Context: an optimization exercise on an open-source flow, tuned for small area. The choices shown serve that exercise and are no tape-out recipe.
The RTL was checked by simulation tests, not by an equivalence proof against the original design.

// avr_cpu
module avr_cpu (
    input  wire        clk,
    input  wire        rst_n,
    output wire [15:0] pc,
    input  wire [15:0] inst,
    output wire [5:0]  adr,
    output wire        iore,
    output wire        iowe,
    output wire [15:0] ramadr,
    output wire        ramre,
    output wire        ramwe,
    input  wire        cpuwait,
    input  wire [7:0]  dbusin,
    output wire [7:0]  dbusout,
    input  wire [22:0] irqlines,
    output wire        irqack,
    output wire [4:0]  irqackad,
    output wire        sleepi,
    output wire        irqok,
    output wire        globint,
    output wire        wdri,
    output wire [15:0] spm_out,
    output wire        spm_inst,
    input  wire        spm_wait,
    output wire        valid_instr,
    output wire        change_flow
);
   avr_core #(
      .impl_mul    (1),
      .use_rst     (1),
      .pc22b       (0),
      .eind_width  (1),
      .rampz_width (8),
      .irqs_width  (23)
   ) core (
      .cp2         (clk),
      .cp2en       (1'b1),
      .ireset      (rst_n),
      .valid_instr (valid_instr),
      .insert_nop  (1'b0),
      .block_irq   (1'b0),
      .change_flow (change_flow),
      .pc          (pc),
      .inst        (inst),
      .adr         (adr),
      .iore        (iore),
      .iowe        (iowe),
      .ramadr      (ramadr),
      .ramre       (ramre),
      .ramwe       (ramwe),
      .cpuwait     (cpuwait),
      .dbusin      (dbusin),
  ...
Size: about 4100 cells after synthesis, ~430 flip-flops, about 130 I/O pins, roughly 33000 um^2 of cells after synthesis.
clock: 12.0 ns
lec_check: 0
cap_margin: 10
core_margin: 2
core_utilization: 35
cts_cluster_diameter: 100
cts_cluster_size: 30
gpl_timing_driven: 0
slew_margin: 10
run.sh (not shown) runs the stock make flow with config.mk's settings and CLKGATE_MAP_FILE= SYNTH_SCRIPT=/design/flow/synth_recipe.tcl, a recipe that flattens the netlist after the stock synthesis.
The starting point finished but failed the layout checks on negative setup slack.
Edit:
CAP_MARGIN = 20   (was 10)
CTS_CLUSTER_DIAMETER = unset   (was 100)
CTS_CLUSTER_SIZE = unset   (was 30)
GPL_TIMING_DRIVEN = unset   (was 0)
SLEW_MARGIN = 20   (was 10)
After rerunning:
- The new run produced a layout that fails on negative setup slack
- via count came out lower by 3.1%
- routed wire length came out lower by 13%
- synthesized cell count stays the same
- final area came out higher by 2.9%
- core utilization came out higher by 1.2 points
- fmax came out higher by 3.1%
- die area does not change
- sequential share of layout area came out lower by 0.79 points

========
Another version of the RTL of avr_cpu (not shown whole).
Size in the first run: ~130 I/O pins, roughly 35000 µm² of cells after synthesis.
clock: 12.0 ns
lec_check: 0
cap_margin: 20
core_margin: 2
core_utilization: 35
slew_margin: 20
The starting point went through all stages and came out clean.
Change:
==> flow/flow/run.sh (new file) <==
#!/bin/bash
# Own layout flow: the standard ORFS flow (standard.sh, unchanged synthesis) with these changes:
#  - port buffers use the smallest buffer cell (every input and output port still gets one)
#  - CTS: larger sink clusters and no dummy loads
# Each tool's full output is in orfs/logs/...; make's own output goes to flow_make.log.
set -euo pipefail
export REMOVE_ABC_BUFFERS=1
export BUFFER_PORTS_ARGS="-buffer_cell sky130_fd_sc_hd__buf_1"
export CTS_ARGS="-sink_clustering_enable -repair_clock_nets -dont_use_dummy_load -sink_clustering_size 30 -sink_clustering_max_diameter 100"
bash standard.sh finish > flow_make.log 2>&1
test -s out/final.def
==> flow/standard.sh (new file) <==
#!/bin/bash
# synth_recipe.tcl (not shown) runs the flow's synth.tcl, then flattens the netlist and writes it again
# the make line also repeats each setting of config.mk as NAME=value (left out here)
make -C /OpenROAD-flow-scripts/flow DESIGN_CONFIG=/design/flow/config.mk WORK_HOME=/design/flow/orfs CLKGATE_MAP_FILE= SYNTH_SCRIPT=/design/flow/synth_recipe.tcl "${@:-finish}"
CORE_UTILIZATION = 50   (was 35)
removed: flow/run.sh
- The new run went through all stages and came out clean
- final cell count decreases by 7.6%
- via count came out lower by 1.1%
- final area is lower by 6.0%
- wire length shrinks by 5.4%
- core utilization came out higher by 14 points
- register-to-register slack gains 0.49 ns
- area after synthesis does not change

--- another note on this design; it stands on its own ---

Design avr_cpu, start of the top module:
module avr_cpu (
    input  wire        clk,
    input  wire        rst_n,
    output wire [15:0] pc,
    input  wire [15:0] inst,
    output wire [5:0]  adr,
    output wire        iore,
    output wire        iowe,
    output wire [15:0] ramadr,
    output wire        ramre,
    output wire        ramwe,
    input  wire        cpuwait,
    input  wire [7:0]  dbusin,
    output wire [7:0]  dbusout,
    input  wire [22:0] irqlines,
    output wire        irqack,
    output wire [4:0]  irqackad,
    output wire        sleepi,
    output wire        irqok,
    output wire        globint,
    output wire        wdri,
    output wire [15:0] spm_out,
    output wire        spm_inst,
    input  wire        spm_wait,
    output wire        valid_instr,
    output wire        change_flow
);
export LEC_CHECK = 0
export CAP_MARGIN = 20
export CORE_MARGIN = 2
export CORE_UTILIZATION = 60
export SLEW_MARGIN = 20
create_clock -name core_clock -period 12.0 [get_ports {clk}]
standard.sh (not shown) runs the stock make flow with config.mk's settings and CLKGATE_MAP_FILE= SYNTH_SCRIPT=/design/flow/synth_recipe.tcl, a recipe that flattens the netlist after the stock synthesis.
==> flow/flow/run.sh <==
#!/bin/bash
# Own layout flow: the standard ORFS flow (standard.sh, ORFS synthesis with synth_recipe.tcl)
# with these changes:
#  - abc maps the logic with an area-recovering script (flow/abc_speed.script, used in place of
#    ORFS's abc_speed.script through a copy of ORFS's scripts folder); registers are untouched
#  - the buffers abc inserted during synthesis are removed at floorplan (REMOVE_ABC_BUFFERS)
#  - port buffers use the smallest buffer cell (every input and output port still gets one)
#  - CTS: larger sink clusters and no dummy loads
# Each tool's full output is in orfs/logs/...; make's own output goes to flow_make.log.
set -euo pipefail
W=$PWD
rm -rf "$W/orfs_scripts"
cp -r "$FLOW_HOME/scripts" "$W/orfs_scripts"
cp "$W/flow/abc_speed.script" "$W/orfs_scripts/abc_speed.script"
export SCRIPTS_DIR="$W/orfs_scripts"
export REMOVE_ABC_BUFFERS=1
export BUFFER_PORTS_ARGS="-buffer_cell sky130_fd_sc_hd__buf_1"
export CTS_ARGS="-sink_clustering_enable -repair_clock_nets -dont_use_dummy_load -sink_clustering_size 25 -sink_clustering_max_diameter 90"
bash standard.sh finish > flow_make.log 2>&1
test -s out/final.def
==> flow/flow/abc_speed.script <==
&get -n
&st
&dch
&nf
&st
&dch -f
&nf -a
&put
topo
stime -c
upsize -c
dnsize -c
The first run went through all stages and came out clean.
Next try:
--- a/flow/flow/run.sh
+++ b/flow/flow/run.sh
@@ -18 +18 @@
-export CTS_ARGS="-sink_clustering_enable -repair_clock_nets -dont_use_dummy_load -sink_clustering_size 25 -sink_clustering_max_diameter 90"
+export CTS_ARGS="-sink_clustering_enable -repair_clock_nets -dont_use_dummy_load -sink_clustering_size 20 -sink_clustering_max_diameter 80"
The new run finished with timing, DRC and antenna clean. Clock-buffer cell count rose by 7. Setup slack degrades by 0.0057 ns.

==> separate check: timing with driven ports <==
In the flow no input, the clock included, has a driving cell. The finished layouts below were timed again as built, in two steps.
Step 1, drivers: a clkbuf_16 drives clk and a buf_2 each remaining input, both assumed.
Step 2 times the ports against the registers' clock, not the clock port: input delays grow and output delays shrink by t, the midpoint of the rising clock arrivals with the driver on.
a / b / c = ideal / step 1 / step 2; a / b = the first two.
run	t, ns	setup slack, ns	hold WS [ns]	worst register clock-pin slew, ns	pins driven straight from the clock port
the first run of note 1	0.745	-0.683 / -0.683 / -0.683	0.404 / 0.404 / 0.404	0.13 / 0.13	1
the second run of note 1	0.720	-0.301 / -0.301 / -0.301	0.426 / 0.426 / 0.426	0.07 / 0.07	1
the first run of note 2	0.714	1.258 / 1.258 / 1.258	0.400 / 0.400 / 0.400	0.07 / 0.07	1
the second run of note 2	0.690	1.750 / 1.750 / 1.750	0.446 / 0.446 / 0.446	0.12 / 0.12	1
the first run of note 3	0.676	1.683 / 1.683 / 1.683	0.447 / 0.447 / 0.447	0.11 / 0.11	1
the second run of note 3	0.629	1.677 / 1.677 / 1.677	0.442 / 0.442 / 0.442	0.09 / 0.09	1
